From an optimization exercise on the open Yosys and OpenROAD flow, aimed at small area, a short achievable clock period and few clock cycles per item; shortcuts taken in it are not production practice. The RTL was checked by simulation tests, not by an equivalence proof against the original design. Power is estimated from default activity; no workload was simulated.

==> flow/design.v (outline; a module is shown in full before it is edited, if it fits) <==
// module mult: 2477 lines
// module mult_fa: 4 lines
// module mult_benc: 4 lines
// module mult_ha: 4 lines
module mult (
    input clock, reset, start,
    input DATA rs1, rs2,
    input MULT_FUNC func,
    output DATA result,
    output done
);
  // ...
==> flow/flow/run.sh <==
#!/bin/bash
# The standard layout (the standard.sh: ORFS synthesis through finish), except
# that the port buffers buffer_ports inserts are plain buf_2 cells rather than the
# delay cells it picks by default. Make's full output goes to flow_make.log.
set -euo pipefail
bash standard.sh BUFFER_PORTS_ARGS="-buffer_cell sky130_fd_sc_hd__buf_2" finish > flow_make.log 2>&1
==> flow/standard.sh <==
#!/bin/bash
# synth_recipe.tcl (not shown) runs the flow's synth.tcl, then flattens the netlist and writes it again
# the make line also repeats each setting of config.mk as NAME=value (left out here)
make -C /OpenROAD-flow-scripts/flow DESIGN_CONFIG=/design/flow/config.mk WORK_HOME=/design/flow/orfs CLKGATE_MAP_FILE= SYNTH_SCRIPT=/design/flow/synth_recipe.tcl "${@:-finish}"
==> flow/config.mk <==
export PLATFORM = sky130hd
export DESIGN_NAME = mult
export DESIGN_NICKNAME = mult
export VERILOG_FILES = /design/flow/design.v
export SDC_FILE = /design/flow/constraint.sdc
export NUM_CORES = 4
export LEC_CHECK = 0
export ABC_AREA = 1
export CAP_MARGIN = 20
export CORE_MARGIN = 2
export CORE_UTILIZATION = 60
export PLACE_DENSITY = 0.7
export SETUP_SLACK_MARGIN = 4.0
export SLEW_MARGIN = 20
export SYNTH_HIERARCHICAL = 1
export TNS_END_PERCENT = 0
==> flow/constraint.sdc <==
create_clock -name core_clock -period 9.0 [get_ports {clock}]
set_input_delay 1.8000 -clock core_clock [delete_from_list [all_inputs] [get_ports {clock}]]
set_output_delay 1.8000 -clock core_clock [all_outputs]
set_load 0.01 [all_outputs]
==> impl_results.md, run 1 <==
- Most common cell in the netlist: xnor2_1
- Post-synth top area cell: fa_1
- RSZ-0062 raised after global routing: true
- Reg clk slew, reported paths: 0.06 ns
- Clock-cell share: 1.99%
- Number of global-route vias before repair: 25200
- Largest net degree at the start of global routing: 41
- Buffer depth of the longest clock path: 2
- P_comb: 11.3 mW
- Seq pwr: ~1.3 mW
- DRT iter0 DRCs: 3009
- Fraction of area in multi-input gates: a little under 80%
- Adder-cell share of the synthesized area: 40.7%
- Worst Setup Start Kind: flip-flop
- Switching share of total power: 53.9%
- Port Buffers: 101
- Clock power share: between 5 and 6%
- # IOs: 103
- Grt met3 use: 13.4%
- Total Wirelength: 97100 um
- TNS Setup: 0 ns
- Met2 routed WL: 42300 um
- TritonCTS clock tree: yes
- Well tap count: between 500 and 600
- Mapped Avg Cell Area: 9.13 um^2
- Top Consumer: combinational logic
- Worst Min Path Start: reset
- Status: complete, no violations
- Ratio of cells with drive above 1 in the final layout: 12.8%
- Fin nets: 3557
- Nonclk inv count: between 200 and 250
- CTS Buf Count: 17
- Commonest non-fill, non-tap cell in the layout: o22ai_1
- Non-filler instance count after layout: 3500
- Yosys warnings: 7
- Net Sw Power: just over 7 mW
- Sequential cell area: 0.00297 mm^2
- Routing usage on met1: between 50% and 60%
- Placed Cells: 3424
- Yosys reg bits: 148
Testbench counts, summed over its fixed seeds: cycles 24,000, ops 24,000.
==> run 2: changes to the inputs <==
--- a/flow/config.mk
+++ b/flow/config.mk
@@ -9,6 +9,7 @@
 export CAP_MARGIN = 20
 export CORE_MARGIN = 2
 export CORE_UTILIZATION = 60
+export CTS_BUF_LIST = sky130_fd_sc_hd__clkbuf_8
 export PLACE_DENSITY = 0.7
 export SETUP_SLACK_MARGIN = 4.0
 export SLEW_MARGIN = 20
==> run 2 against run 1 <==
Maximum frequency is 0.21% higher. Worst hold slack worse by 0.069 ns. Global-route usage shrank 0.59 points. Sequential power is essentially flat. Area after synthesis is the same. Routed wire length down 1.4%. Die area is the same. Largest power group unchanged. Power rose by 1.0%. Flip-flop and latch count did not move. Clock power decreased by 26%. Critical path type unchanged. First-iteration DRC count is 11% lower. Cell count is the same.
==> impl_results.md, run 2 <==
- Status: complete, no violations
- Hold Path Sink: done_q
- Post-synth top area share: between 30% and 40%
- Post-synthesis sequential area ratio: between 10% and 20%
- CTS Buf Count: 17 (unchanged)
- Clock power share: 4.0% (-1.4 points)
- CP required: 7.20 ns
- Critical path class: flip-flop to output pin
- Sequential share of power: 9.7%
- Number of global-route vias before repair: 24900 (-1.2%)
- TNS Setup: 0 ns (unchanged)
- Vias: 23700
- TritonCTS clock tree: yes
- RePlAce Congestion: 0.948
- Comb pwr share: 86.3%
- Yosys warnings: 7 (unchanged)
- Final Hold Viols: 0
- Internal power: about 6.2 mW
- Maxcap violations: 0
- Fin nets: 3557 (unchanged)
- Clk sinks: ~150
- Post-synth top area cell: fa_1
- P&R area growth vs syn: 9.18%
- Core area: 0.0443 mm^2
- WHS Path Cells: 2
- DIE WIDTH: 216 um
- Area of the multi-input gates: 0.0230 mm^2
- Worst Setup Start Kind: flip-flop
- Ratio of cells with drive above 1 in the final layout: 13.2% (+0.38 points)
- Initial DRT Pass Iterations: 8
- Worst-margin pin slew: 0.909 ns
- Most frequent cells in the layout: o22ai_1 (525), xnor2_1 (514), fa_1 (473)
- Hold Path Class: input pin to flip-flop
- Fin util: 66.4%
- Commonest non-fill, non-tap cell in the layout: o22ai_1
- LEAKAGE: about 12 nW
- Routing usage on met1: 49.6% (-0.92 points)
- DP HPWL: 66400 um
- Port Buffers: 101 (unchanged)
- Remaining DRCs: 0
- EDFF count, synth: 0
- Vias/cell: roughly 6.8
- GRT Max-Usage Layer: met2
- Post-Syn Instances: 2951
- Cell Rows: between 70 and 80
- Post-DRT Antenna Nets: 0
- Largest net degree at the start of global routing: 41 (unchanged)
- Root Buffer: clkbuf_8
- Max Slew Vio Count: 0
- RSZ-0062 raised after global routing: true
- Total GRT Usage: 41.1%
- Slew HR: between 30% and 40%
- DIE AREA: 0.0466 mm^2
- Mapped Avg Cell Area: 9.13 um^2 (unchanged)
- Pwr/cell area: roughly 460 mW/mm^2
- Fill cells: 3526
- Most common cell in the netlist: xnor2_1
- First-pass GRT wire length: roughly 140000 um
- Final setup violation count: 0
- Sequential cell area: 0.00297 mm^2 (+0.13%)
- Buffer depth of the longest clock path: 2 (unchanged)
- Async set-reset flop share out of synthesis: 0%
- Reg clk slew, reported paths: 0.08 ns (+0.02 ns)
- DRT iter0 DRCs: 2684 (-11%)
- # IOs: 103 (unchanged)
- Wire per inst: 27.3 um
- Synth unique cells: between 40 and 50
- Critical path data arrival time: 3.39 ns
- Grt met3 use: 13.5% (+0.13 points)
- Antenna diode count: 0
- Die Y: 216 um
- Setup crit start: q2_31
- Worst Min Path Start: reset
- CP Capture Type: output pin
- Met2 GRT Util: 63.0%
- Total Wirelength: 95700 um (-1.4%)
- Initial Utilization: 60.8%
- Post-synth top cells: xnor2_1 (530), o22ai_1 (527), fa_1 (476)
- Fmax: 193 MHz
- Yosys reg bits: 148 (unchanged)
- Most common flop cell mapped by yosys: dfxtp_1
- Initial antenna violation count: 1
- Grt ovf: 0
- Net Sw Power: 7.29 mW (+1.3%)
- Crit share post-route: 57.7%
- Switching share of total power: 54.1% (+0.16 points)
- CP max FO: 6
- H-tree Lvls: 4
- Fin crit period: 5.19 ns
- Synthesized cell area: between 0.02 and 0.03 mm^2
- Maximum vdd drop: 0.000433 V
- Synth area leaders: fa_1 (35%), xnor2_1 (17%), o22ai_1 (12%)
==> run 2: power by group through the flow <==
stage	Sequential (mW)	Clock, mW	Combinational, mW
2_1_floorplan	1.28	0	6.42
3_3_place_gp	1.31	0	9.20
3_5_place_dp	1.32	0	9.50
4_1_cts	1.30	0.551	10.6
5_1_grt	1.34	0.572	12.7
6_report	1.31	0.537	11.6
==> run 2: cell type report <==
type / instances / share of cell area [%]
multi-input combinational: 2316 / 78.1
sequential: 148 / 10.1
timing repair buffer: 189 / 5.09
inverter: 223 / 2.86
tap: 592 / 2.52
clock buffer: 21 / 0.982
clock inverter: 11 / 0.374
==> run 2: logic make-up (layout without fill, tap and decap cells) <==
logic type | count (synthesis) | count (layout) | synth area share [%]
fa+ha+maj | 592 | 592 | 40.7
compound gates | 666 | 666 | 15.1
flops | 148 | 148 | 11.0
buf+inv | 494 | 444 | 7.42
xor+xnor | 548 | 548 | 17.8
simple gates | 502 | 507 | 7.87
other cells | 1 | 3 | 0.0139
==> run 2: worst max-delay path by stage <==
stage | cells after the start | slack [ns] | endpoint
floorplan | 9 | 3.96 | q2_37
global placement | 12 | 2.72 | q0_18
detailed placement | 12 | 2.68 | q0_18
CTS | 13 | 3.82 | result[1]
global route | 14 | 3.71 | result[16]
finish | 13 | 3.81 | result[0]
==> run 2: through the flow <==
stage | instances | total power [mW] | setup slack (ns) | hold WS, ns | area (um^2)
floorplan | 2953 | 7.70 | 3.96 | 1.87 | 27200
global placement | 3424 | 10.5 | 2.72 | 1.96 | 27500
detailed placement | 3424 | 10.8 | 2.68 | 1.96 | 27500
CTS | 3484 | 12.4 | 3.82 | 1.37 | 28800
global route | 3500 | 14.6 | 3.71 | 1.39 | 29400
finish | 3500 | 13.5 | 3.81 | 1.41 | 29400
==> run 2: worst max-delay path, cell delays in order, from the launching register on <==
cell,delay [ns]
dfxtp_2,0.33
fa_2,0.66
ha_4,0.24
nand2_4,0.09
nor2_4,0.04
buf_4,0.12
buf_6,0.11
a21oi_4,0.17
nand3_4,0.09
buf_12,0.16
inv_6,0.07
fa_2,0.46
o21ai_1,0.13
buf_2,0.17
==> run 2: per-module statistics from Yosys (local to each module, per instance) <==
| module | copies in the design | flops+latches | cells inside | area (um^2) |
|---|---|---|---|---|
| mult | 1 | 148 | 2334 | 16400 |
| mult_ha | 48 | 0 | 1 | 12.5 |
| mult_benc | 16 | 0 | 6 | 28.8 |
| mult_fa | 473 | 0 | 1 | 20.0 |
==> run 2: what timing repair did <==
action                                  4_1_cts  5_1_grt
endpoints found under the setup margin      145       97
gates resized for setup                     145      107
buffers inserted                             24       15
gates cloned                                  4        1
hold buffers                                  0        0
pin swaps                                    35       30
==> run 2: metal layers <==
| layer | wire (um) | up-vias |
|---|---|---|
| met3 | 12700 | 555 |
| met1 | 33900 | 11500 |
| met2 | 42200 | 1840 |
| met5 | 10 | - |
| li1 | - | 9803 |
| met4 | 7000 | 2 |
==> run 3: changes to the inputs <==
--- a/flow/config.mk
+++ b/flow/config.mk
@@ -8,9 +8,8 @@
 export ABC_AREA = 1
 export CAP_MARGIN = 20
 export CORE_MARGIN = 2
-export CORE_UTILIZATION = 60
-export CTS_BUF_LIST = sky130_fd_sc_hd__clkbuf_8
-export PLACE_DENSITY = 0.7
+export CORE_UTILIZATION = 50
+export PLACE_DENSITY = 0.6
 export SETUP_SLACK_MARGIN = 4.0
 export SLEW_MARGIN = 20
 export SYNTH_HIERARCHICAL = 1
==> run 3 against run 2 <==
Still clean on timing, DRC and antenna. Cell area up 1.8%. Global-route usage down 7.5 points. Critical path depth down 3. Sequential share of layout area down 0.20 points. Core utilization down 10 points. Combinational power down 6%. Maximum frequency up 1.7%. Sequential power about the same. Critical path type is now input pin to flip-flop. Critical endpoint is now q1_32. Largest cell class unchanged. Highest routed layer is now met4.
==> impl_results.md, run 3 <==
- Die Y: 236 um (+9.4%)
- Clk sinks: 148 (unchanged)
- Antenna diode count: 0 (unchanged)
- Async set-reset flop share out of synthesis: 0% (unchanged)
- Hold slack: 1.45 ns (+0.0456 ns)
- Initial Utilization: 50.3% (-11 points)
- Post-synth top area cell: fa_1
- RePlAce Congestion: 0.917 (-3.3%)
- Largest net degree at the start of global routing: 42 (+2.4%)
- Highest metal used: met4
- Commonest non-fill, non-tap cell in the layout: o22ai_1
- Yosys warnings: 7 (unchanged)
- Critical path data arrival time: 5.47 ns (+2.08 ns)
- Post-DRT Antenna Nets: 0 (unchanged)
- DR WL met3: 9830 um (-22%)
- Hold Path Class: input pin to flip-flop
- Vias/cell: 6.47 (-4.5%)
- Status: complete, no violations
- Fin crit period: 5.10 ns (-0.0878 ns)
- Pwr/cell area: 431 mW/mm^2 (-5.9%)
- DP HPWL: 67400 um (+1.5%)
- Fmax: 196 MHz (+1.7%)
- Number of global-route vias before repair: 24400 (-2.1%)
- Fill cells: 4774 (+35%)
- First-pass GRT wire length: 141000 um (-1.0%)
- Pre-CTS WS: 2.45 ns (-0.229 ns)
- Crit share post-route: 56.7% (-0.98 points)
- Buffer depth of the longest clock path: 2 (unchanged)
- CP Capture Type: flip-flop
- Most common cell in the netlist: xnor2_1
- Met1 wire length: 35800 um (+5.7%)
- Cell Rows: 85 (+10%)
- Post-Syn Instances: 2951 (unchanged)
- Final setup violation count: 0 (unchanged)
- Met2 routed WL: 43500 um (+3.1%)
- Final Hold Viols: 0 (unchanged)
- Synth unique cells: 41 (unchanged)
- Post-synthesis sequential area ratio: 11.0% (unchanged)
- Worst Setup Start Kind: input pin
- Remaining DRCs: 0 (unchanged)
- DRT iter0 DRCs: 2454 (-8.6%)
- TNS Setup: 0 ns (unchanged)
- Vias: 23400 (-1.5%)
- Core area: 0.0536 mm^2 (+21%)
- Total Wirelength: 94500 um (-1.2%)
- Port Buffers: 101 (unchanged)
- P&R area growth vs syn: 11.2%
- # IOs: 103 (unchanged)
- Initial antenna violation count: 0 (-1)
- RSZ-0062 raised after global routing: true
- Max Slew Vio Count: 0 (unchanged)
- Slew HR: 36.1% (-3.3 points)
- Synthesized cell area: 0.0270 mm^2 (unchanged)
- H-tree Lvls: 4 (unchanged)
- CP max FO: 34 (+28)
- Maximum vdd drop: 0.000296 V (-32%)
- Final worst setup slack: 3.90 ns (+0.0878 ns)
- Wire per inst: 26.2 um (-4.2%)
- Fin nets: 3566 (+0.25%)
- Hold_buf cts: 0 (unchanged)
- Total GRT Usage: 33.6% (-7.5 points)
- Most frequent cells in the layout: o22ai_1 (525), xnor2_1 (514), fa_1 (472)
- Initial DRT Pass Iterations: 6 (-2)
- Ratio of cells with drive above 1 in the final layout: 13.5% (+0.32 points)
- Yosys reg bits: 148 (unchanged)
- Most common flop cell mapped by yosys: dfxtp_1
- Mapped Avg Cell Area: 9.13 um^2 (unchanged)
- Post-synth top area share: 35.4% (unchanged)
- Maxcap violations: 0 (unchanged)
- EDFF count, synth: 0 (unchanged)
- LEAKAGE: 12.1 nW (+1.7%)
- CP required: 9.37 ns (+2.17 ns)
- DIE WIDTH: 236 um (+9.4%)
- Post-synth top cells: xnor2_1 (530), o22ai_1 (527), fa_1 (476)
- Non-filler instance count after layout: 3610 (+3.1%)
- TritonCTS clock tree: yes
- Grt ovf: 0 (unchanged)
- Placed Cells: 3532 (+3.2%)
- CTS Buf Count: 17 (unchanged)
- Critical path class: input pin to flip-flop
- Reg clk slew, reported paths: 0.06 ns (-0.02 ns)
- Synth area leaders: fa_1 (35%), xnor2_1 (17%), o22ai_1 (12%)
- DIE AREA: 0.0558 mm^2 (+20%)
- Worst-margin pin slew: 0.958 ns (+0.0490 ns)
- Root Buffer: clkbuf_16
-- run 3: Yosys stat by module (local to each module, per instance) --
module,flip-flops and latches,cell area (um^2)
mult,148,16400
mult_benc,0,28.8
mult_fa,0,20.0
mult_ha,0,12.5
-- run 3: cell families after synthesis --
family	Yosys count	synth area share, %
and+or+nand+nor	502	7.87
other	1	0.0139
AOI/OAI and AO/OA	666	15.1
buffers and inverters	494	7.42
xor gates and xnor gates	548	17.8
adders and majority gates	592	40.7
DFF	148	11.0
-- run 3: final cells by class --
cell class / count / area (um^2) / area share, %
inverter: 223 / 842 / 2.81
timing repair buffer: 200 / 1850 / 6.16
multi-input combinational: 2314 / 22900 / 76.4
tap: 696 / 871 / 2.91
clock inverter: 8 / 78.8 / 0.263
clock buffer: 21 / 470 / 1.57
sequential: 148 / 2970 / 9.91
-- run 3: critical path: stages --
cell,delay (ns)
buf_8,0.20
buf_12,0.21
xnor2_2,0.12
buf_4,0.42
o22ai_1,0.24
fa_1,0.50
fa_1,0.51
fa_1,0.45
fa_1,0.58
fa_1,0.42
-- run 3: timing repair --
action / CTS / global route
setup endpoints to repair: 150 / 76
pin swaps: 30 / 34
resized for setup: 176 / 94
gates cloned: 4 / 7
setup buffers: 26 / 12
-- run 3: worst paths after layout --
kind                    start      to  slack (ns)  cells past startpoint
worst min-delay path    reset  done_q        1.45                      2
worst max-delay path  rs2[27]   q1_32        3.90                     10
-- run 3: where the power goes --
group / total (mW) / internal, mW / switching (mW) / leakage (nW)
combinational: 10.9 / 4.53 / 6.38 / 10.6
sequential: 1.30 / 1.15 / 0.158 / 1.25
clock: 0.696 / 0.395 / 0.301 / 0.259
-- run 3: per-stage QoR --
step | utilization, % | area [um^2] | power [mW]
6_report | 55.9 | 30000 | 12.9
5_1_grt | 55.9 | 30000 | 14.1
4_1_cts | 54.7 | 29300 | 12.3
3_5_place_dp | 51.7 | 27700 | 10.6
3_3_place_gp | 51.7 | 27700 | 10.4
2_1_floorplan | - | 27200 | 7.70
-- run 3: routing by layer --
layer / vias up / GRT usage [%]
met1: 11600 / 42.0
met4: 0 / 18.4
li1: 9870 / -
met2: 1516 / 54.1
met5: - / 0
met3: 374 / 7.83
==> run 4: changes to the inputs <==
==> flow/flow/run.sh (replaced) <==
#!/bin/bash
# The standard layout (the standard.sh: ORFS synthesis through finish), except
# that the port buffers buffer_ports inserts are plain buf_2 cells rather than the
# delay cells it picks by default, and that the timing repair after global routing
# aims at a slightly smaller setup margin than the repair after clock tree synthesis
# (config.mk's SETUP_SLACK_MARGIN), so that it spends less area.
# Make's full output goes to flow_make_cts.log and flow_make_finish.log.
set -euo pipefail
PORTS='BUFFER_PORTS_ARGS=-buffer_cell sky130_fd_sc_hd__buf_2'
bash standard.sh "$PORTS" cts > flow_make_cts.log 2>&1
bash standard.sh "$PORTS" SETUP_SLACK_MARGIN=3.8 finish > flow_make_finish.log 2>&1
--- a/flow/config.mk
+++ b/flow/config.mk
@@ -8,8 +8,8 @@
 export ABC_AREA = 1
 export CAP_MARGIN = 20
 export CORE_MARGIN = 2
-export CORE_UTILIZATION = 50
-export PLACE_DENSITY = 0.6
+export CORE_UTILIZATION = 60
+export PLACE_DENSITY = 0.7
 export SETUP_SLACK_MARGIN = 4.0
 export SLEW_MARGIN = 20
 export SYNTH_HIERARCHICAL = 1
==> run 4 against run 3 <==
Still clean on timing, DRC and antenna. Area after synthesis unchanged. Synthesized cell count stayed put. Count of clock-buffer cells in the layout rose by 3. Routed wire length increased by 1.3%. Non-clock buffer count decreased by 19. Worst hold slack gained 0.021 ns. Largest power group unchanged.
==> impl_results.md, run 4 <==
- Status: complete, no violations
- Clk sinks: 148 (unchanged)
- Worst-margin pin slew: 0.931 ns (-0.0275 ns)
- Synth area leaders: fa_1 (35%), xnor2_1 (17%), o22ai_1 (12%)
- Remaining DRCs: 0 (unchanged)
- Crit-path leading delay family: adder cells
- Post-Syn Instances: 2951 (unchanged)
- Crit share post-route: 58.0% (+1.3 points)
- RePlAce Congestion: 0.948 (+3.4%)
- H-tree Lvls: 4 (unchanged)
- Maxcap violations: 0 (unchanged)
- Wire per inst: 27.4 um (+4.8%)
- Antenna diode count: 0 (unchanged)
- DP HPWL: 66400 um (-1.5%)
- Post-DRT Antenna Nets: 0 (unchanged)
- Post-synthesis sequential area ratio: 11.0% (unchanged)
- Most frequent cells in the layout: o22ai_1 (527), xnor2_1 (514), fa_1 (473)
- Crit path top cell by count: fa_1
- Fmax: 192 MHz (-2.2%)
- RSZ-0062 raised after global routing: true
- Initial DRT Pass Iterations: 9 (+3)
- Vias/cell: 6.78 (+4.8%)
- Post-DP Area: 0.0275 mm^2 (-0.56%)
- Yosys warnings: 7 (unchanged)
- DIE WIDTH: 216 um (-8.6%)
- Worst path buffer plus inverter count: 2 (-1)
- Synthesized cell area: 0.0270 mm^2 (unchanged)
- Slew HR: 38.0% (+1.8 points)
- Async set-reset flop share out of synthesis: 0% (unchanged)
- Buffer depth of the longest clock path: 2 (unchanged)
- Final Hold Viols: 0 (unchanged)
- Cell Rows: 77 (-9.4%)
- Vias: 23700 (+1.4%)
- Worst path max stage delay: 0.49 ns (-0.09 ns)
- CP cell instances: buf_2, buf_8, nand2_1, nand2_1, nand2_4, o22ai_1, fa_1, fa_1, fa_1, fa_1, fa_1
- Fill cells: 3549 (-26%)
- Critical Path Slowest Stage Cell: fa_1
- Final setup violation count: 0 (unchanged)
- Root Buffer: clkbuf_16
- Initial antenna violation count: 1 (+1)
- Synth unique cells: 41 (unchanged)
- CP Capture Type: flip-flop
- P&R area growth vs syn: 8.75%
- Critical path class: input pin to flip-flop
- Hold Path Class: input pin to flip-flop
- Fin nets: 3549 (-0.48%)
- DR WL met3: 12700 um (+29%)
- Critical path data arrival time: 5.57 ns (+0.10 ns)
- Largest net degree at the start of global routing: 41 (-2.4%)
- Met2 routed WL: 42100 um (-3.2%)
- Reg clk slew, reported paths: 0.06 ns (about the same)
- Grt ovf: 0 (unchanged)
- Final instance area: 0.0293 mm^2 (-2.2%)
- # IOs: 103 (unchanged)
- CP max FO: 40 (+18%)
- Initial Utilization: 60.8% (+11 points)
- Most common cell in the netlist: xnor2_1
- Pwr/cell area: 446 mW/mm^2 (+3.4%)
- DIE AREA: 0.0466 mm^2 (-16%)
- EDFF count, synth: 0 (unchanged)
- Worst Setup Start Kind: input pin
- TNS Setup: 0 ns (unchanged)
- Post-synth top cells: xnor2_1 (530), o22ai_1 (527), fa_1 (476)
- Yosys reg bits: 148 (unchanged)
- Core area: 0.0443 mm^2 (-17%)
- Die Y: 216 um (-8.6%)
- TritonCTS clock tree: yes
- Design Power: 13.1 mW (+1.2%)
- Maximum vdd drop: 0.000430 V (+45%)
- Commonest non-fill, non-tap cell in the layout: o22ai_1
- Ratio of cells with drive above 1 in the final layout: 11.7% (-1.8 points)
- DRT iter0 DRCs: 2767 (+13%)
- LEAKAGE: 11.9 nW (-1.8%)
- First-pass GRT wire length: 145000 um (+2.3%)
- Highest metal used: met5
- CTS Buf Count: 17 (unchanged)
- Mapped Avg Cell Area: 9.13 um^2 (unchanged)
- Met1 wire length: 33600 um (-6.0%)
- CP required: 9.35 ns (-0.02 ns)
- Fin crit period: 5.22 ns (+0.115 ns)
- Post-synth top area share: 35.4% (unchanged)
- Fin util: 66.1% (+10 points)
- Max Slew Vio Count: 0 (unchanged)
- Port Buffers: 101 (unchanged)
- Most common flop cell mapped by yosys: dfxtp_1
- Post-synth top area cell: fa_1
- Total GRT Usage: 41.7% (+8.1 points)
- Number of global-route vias before repair: 25200 (+3.4%)
- Total Wirelength: 95800 um (+1.3%)
## run 4: cell counts after synthesis
No cell type changed its count.
## run 4: kinds of logic after synthesis
group	synth area share, %
simple gates	7.87
flops	11.0
fa+ha+maj	40.7
xor+xnor	17.8
other cells	0.0139
buf+inv	7.42
compound gates	15.1
## run 4: what timing repair did
item	in CTS	in global routing
pin swaps	38	6
cloned	6	0
hold buffers	0	0
endpoints found under the setup margin	148	41
gates resized for setup	188	10
hold endpoints to repair	0	0
buffers inserted	29	1
## run 4: modules after synthesis (local to each module, per instance)
module / flip-flops and latches / times used / area, um^2 / cells inside
mult_fa: 0 / 473 / 20.0 / 1
mult_benc: 0 / 16 / 28.8 / 6
mult: 148 / 1 / 16400 / 2334
mult_ha: 0 / 48 / 12.5 / 1
## run 4: report_power, final
part	switching (mW)	internal, mW	total [mW]
combinational	6.63	4.41	11.0
sequential	0.160	1.15	1.31
clock	0.289	0.435	0.724
total	7.08	5.99	13.1
## run 4: routing by layer
layer / GRT usage, % / up-vias
met5: 0 / -
met4: 28.4 / 2
met3: 13.4 / 564
met2: 63.6 / 1867
met1: 50.5 / 11400
li1: - / 9818
## run 4: area by class of cell
cell class,count,area [um^2],share of cell area [%]
clock buffers,24,492,1.68
clock inverters,8,98.8,0.337
well taps,592,741,2.53
repair buffers,181,1470,5.02
multi-input cells,2316,22700,77.4
inverters,223,840,2.86
flip-flops and latches,148,2970,10.1
## run 4: path summary, 6_finish.rpt
| kind | from | end | cells after the start |
|---|---|---|---|
| worst max-delay path | rs2[13] | q0_18 | 11 |
| worst min-delay path | reset | done_q | 2 |
## run 4: through the flow
stage	hold slack [ns]	instances	worst slack, ns
floorplan	1.87	2953	3.96
detailed placement	1.96	3424	2.68
finish	1.48	3492	3.78
global route	1.47	3492	3.73
global placement	1.96	3424	2.72
CTS	1.45	3491	3.90

what the ideal ports hide:
No port has a modelled driver above. Below, the same layouts with a new extraction and two added sets of constraints.
Step 1, drivers: a clkbuf_16 drives clock and a buf_2 each remaining input, both assumed.
Step 2 times the ports against the registers' clock, not the clock port: input delays grow and output delays shrink by t, the midpoint of the rising clock arrivals with the driver on.
Slacks: no drivers / after step 1 / after step 2; pairs: no drivers / after step 1.
| run | t, ns | setup WS [ns] | hold WS [ns] | worst slew at a driven data input, ns |
|---|---|---|---|---|
| run 1 | 0.526 | 3.799 / 3.738 / 3.365 | 1.477 / 1.438 / 1.963 | 0.06 |
| run 2 | 0.583 | 3.810 / 3.752 / 3.268 | 1.408 / 1.373 / 1.955 | 0.06 |
| run 3 | 0.558 | 3.897 / 3.841 / 3.358 | 1.454 / 1.408 / 1.967 | 0.08 |
| run 4 | 0.525 | 3.782 / 3.756 / 3.291 | 1.476 / 1.436 / 1.961 | 0.06 |
After both steps setup and hold are still met in every run listed. For run 2, which loses most, drivers alone change the setup slack by -0.058 ns; drivers and shift together by -0.542 ns.
